Context: an optimization exercise on an open-source flow, tuned for small area and a short achievable clock period. The choices shown serve that exercise and are no tape-out recipe.
No activity file was given, so power comes from the tool's default toggle rates.

## job 101
Design main, start of the top module:
module main(
    input clk,
    input [19:0] data,
    output reg [7:0] result_Ra,
    output reg [7:0] result_Rb,
    output reg [7:0] result_Rc,
    output reg [7:0] result_Rd,
    output reg [15:0] result_bFloat,
    output reg SF,
    output reg ZF
    );
    reg [15:0] result_mul;
    wire [3:0] op = data[19:16];
    wire [7:0] f1 = data[15:8];
    wire [7:0] f2 = data[7:0];
    wire d_a = f1 == 8'h01, d_b = f1 == 8'h02, d_c = f1 == 8'h04, d_d = f1 == 8'h08;
    wire s_ok = f2 == 8'h01 || f2 == 8'h02 || f2 == 8'h04 || f2 == 8'h08;
    wire d_ok = d_a | d_b | d_c | d_d;
    wire same = f1 == f2;
    wire op_save = op == 4'b0001 || op == 4'b0010;
    wire op_sum  = op == 4'b0011 || op == 4'b0100;
    wire op_sub  = op == 4'b0101 || op == 4'b0110;
    wire op_reg  = op == 4'b0010 || op == 4'b0100 || op == 4'b0110;
    wire op_shr  = op == 4'b1011;
    wire op_shl  = op == 4'b1100;
    wire op_mul  = op == 4'b0111 || op == 4'b1000;
    wire op_bf   = op == 4'b1101;
    wire [7:0] opa = ({8{f1[0]}} & result_Ra) | ({8{f1[1]}} & result_Rb) |
                     ({8{f1[2]}} & result_Rc) | ({8{f1[3]}} & result_Rd);
    wire [7:0] srcv = ({8{f2[0]}} & result_Ra) | ({8{f2[1]}} & result_Rb) |
                      ({8{f2[2]}} & result_Rc) | ({8{f2[3]}} & result_Rd);
    wire [7:0] opb = op[0] ? f2 : srcv;
    wire keep = op_reg & (~s_ok | (same & ~(op == 4'b0100 & d_a)));
    wire [7:0] addsub = opa + (opb ^ {8{op_sub}}) + {7'd0, op_sub};
    wire big = f2[7:3] != 5'd0;
    wire [7:0] shr = big ? 8'd0 : (opa >> f2[2:0]);
    wire [7:0] shl = big ? 8'd0 : (opa << f2[2:0]);
    reg [7:0] alu;
  ...
Size: ~1600 cells after synthesis, about 64 flip-flops, ~71 I/O pins, roughly 9700 sq um of cells after synthesis.
Settings: LEC_CHECK=0, CAP_MARGIN=20, CORE_MARGIN=2, CORE_UTILIZATION=40, SLEW_MARGIN=20; clock period 15.0 ns.
standard.sh (not shown) runs the stock make flow with config.mk's settings and CLKGATE_MAP_FILE= SYNTH_SCRIPT=/design/flow/synth_recipe.tcl, a recipe that flattens the netlist after the stock synthesis.
==> flow/flow/run.sh <==
#!/bin/bash
# Own layout flow: the standard ORFS flow (standard.sh) with these changes:
#  - synthesis leaves the adders to ABC instead of extracting full/half adder cells,
#    and ABC runs its area script (ABC_AREA=1), which here also gives the shorter paths;
#  - the port buffers are buf_1 cells instead of the slow clkdlybuf4s50_1 (the resizer
#    then sizes them as it does any cell);
#  - repair_timing aims for 8.7 ns of setup slack, so it sizes up the critical paths.
set -euo pipefail
bash standard.sh ADDER_MAP_FILE= ABC_AREA=1 SETUP_SLACK_MARGIN=8.7 \
  "BUFFER_PORTS_ARGS=-buffer_cell sky130_fd_sc_hd__buf_1" finish > standard_flow.log 2>&1
Job 101 finished all stages; the layout is clean.
Changes in job 103 relative to job 101:
--- a/flow/design.v
+++ b/flow/design.v
@@ -160,26 +160,36 @@
         endcase
     end
     wire [1:0] cB = f2[0] ? ((f2 > 8'd75) ? 2'd2 : (f2 > 8'd25) ? 2'd1 : 2'd0)
                           : ((f2 > 8'd50) ? 2'd2 : 2'd1);
     wire [10:0] uB = {f2[6:0], 4'd0} + {2'd0, f2[6:0], 2'd0} + {5'd0, f2[6:1]} - {9'd0, cB};
     wire t1 = f2 >= 8'd105, t2 = f2 >= 8'd125, t3 = f2 >= 8'd146, t4 = f2 >= 8'd167;
     wire t5 = f2 >= 8'd188, t6 = f2 >= 8'd209, t7 = f2 >= 8'd230, t8 = f2 >= 8'd250;
     wire [3:0] nC = {t8, t4 & ~t8, (t2 & ~t4) | (t6 & ~t8),
                      (t1 & ~t2) | (t3 & ~t4) | (t5 & ~t6) | (t7 & ~t8)};
     wire [10:0] uC = {2'd0, f2, 1'b0} + {7'd0, nC} + 11'd4;
     wire [10:0] u = ltA ? uA : ltB ? uB : uC;
     wire [6:0] bf_hi = u[10:4];      
-    wire [1:0] zk = u[10] ? 2'd0 : u[9] ? 2'd1 : u[8] ? 2'd2 : 2'd3;
-    wire [6:0] zm = u[10] ? u[9:3] : u[9] ? u[8:2] : u[8] ? u[7:1] : u[6:0];
+    wire [1:0] zk = ltA ? ((f2[3:0] == 4'd1) ? 2'd3 : (f2[3:0] == 4'd2) ? 2'd2 : (f2[3:0] < 4'd5) ? 2'd1 : 2'd0)
+                  : ltB ? ((f2 < 8'd13) ? 2'd3 : (f2 < 8'd25) ? 2'd2 : (f2 < 8'd50) ? 2'd1 : 2'd0)
+                  : ((f2 < 8'd125) ? 2'd3 : (f2 < 8'd250) ? 2'd2 : 2'd1);
+    reg [6:0] zm;
+    always @* begin
+        case (zk)
+        2'd0: zm = u[9:3];
+        2'd1: zm = u[8:2];
+        2'd2: zm = u[7:1];
+        default: zm = u[6:0];
+        endcase
+    end
     wire bs = f1[7];
     wire [7:0] mag = bs ? -f1 : f1;
     reg [2:0] e;
     always @* begin
         casez (mag)
         8'b1???????: e = 3'd7;
         8'b01??????: e = 3'd6;
         8'b001?????: e = 3'd5;
         8'b0001????: e = 3'd4;
         8'b00001???: e = 3'd3;
         8'b000001??: e = 3'd2;
         8'b0000001?: e = 3'd1;
@@ -191,37 +201,25 @@
     wire izero = f1 == 8'd0;
     wire bzero = izero & (f2 == 8'd0);
     wire [6:0] bman = bzero ? 7'd0 : izero ? zm : ysh[6:0];
     wire [7:0] bexp = bzero ? 8'd0 : izero ? (8'd126 - {6'd0, zk}) : (8'd127 + {5'd0, e});
     wire wa = op_mul | (alu_wr & d_a);
     wire wb = op_bf  | (alu_wr & d_b);
     wire wc = op_bf  | (alu_wr & d_c);
     wire wd = op_mul | (alu_wr & d_d);
     wire wf = op_mul | op_bf | alu_wr;
     wire [7:0] na0 = op_mul ? result_mul[7:0]  : alu;
     wire [7:0] nd0 = op_mul ? result_mul[15:8] : alu;
     wire sf0 = op_mul ? result_mul[15] : op_bf ? bs : alu[7];
-    wire zsum = (opa ^ opb) == {opa[6:0] | opb[6:0], 1'b0};
-    wire zshr = big | ((opa >> f2[2:0]) == 8'd0);
-    wire zshl = big | ((opa << f2[2:0]) == 8'd0);
-    reg zalu;
-    always @* begin
-        if (keep) zalu = opa == 8'd0;
-        else if (op_save) zalu = opb == 8'd0;
-        else if (op_shr) zalu = zshr;
-        else if (op_shl) zalu = zshl;
-        else if (op_sub) zalu = opa == opb;
-        else zalu = zsum;
-    end
-    wire zf0 = op_mul ? pzero : op_bf ? bzero : zalu;
+    wire zf0 = op_mul ? pzero : op_bf ? bzero : (alu == 8'd0);
     always @(posedge clk) begin
         if (mul_ld) result_mul <= prod;
         if (wa) result_Ra <= mul_ld ? prod[7:0] : na0;
         if (wd) result_Rd <= mul_ld ? prod[15:8] : nd0;
         if (wb) result_Rb <= op_bf ? {bs, bman} : alu;
         if (wc) result_Rc <= op_bf ? bexp : alu;
         if (wf) begin
             SF <= mul_ld ? prod[15] : sf0;
             ZF <= zf0;
         end
         if (op_bf) result_bFloat <= {bs, bexp, bman};
     end
Findings:
Job 103 vs. job 101: area of all placed cells without fillers went down; worst-case setup margin in the final layout shows an increase of 0.0044 ns; number of setup violations in the final report stayed essentially flat; final-layout clock buffer total rose 1. Summary of job 103 over job 101: amount of wire on met3 after detailed routing dropped about 3.3%; number of antenna violations at the first check in global routing dropped 1; first-pass GRT wire length dropped about 8%; fraction of the cycle the final worst path needs barely changed. Comparing job 101 and job 103, the higher cell area after synthesis is on job 101. Job 103 consumes less power than job 101 does. Delta (job 103 minus job 101): number of instances in the synthesized netlist went down; via count decreased by about 3.4% relative to the old numbers.
Function was not checked in any run of this note: the RTL went through the layout flow alone.

[separate check: timing with driven ports]
Ports are ideal in the flow. The routed layouts listed here were re-timed in OpenROAD.
Step 1 sets driving cells, clkbuf_16 on the clock port and buf_2 on the other inputs (assumed; they add their load-dependent delay and slew).
Step 2 also shifts input and output timing later by t, the mid clock arrival at the registers, as if the neighbouring blocks saw the same clock.
a / b / c = ideal / step 1 / step 2; a / b = the first two.
| run | t, ns | slack for setup (ns) | worst setup path at the end |
|---|---|---|---|
| job 101 | 0.374 | 8.960 / 8.962 / 8.587 | input to register |
| job 103 | 0.375 | 8.965 / 8.977 / 8.602 | input to register |
After both steps every run listed still meets setup and hold. For job 101, which loses most, drivers alone change the setup slack by +0.002 ns; drivers and shift together by -0.373 ns.
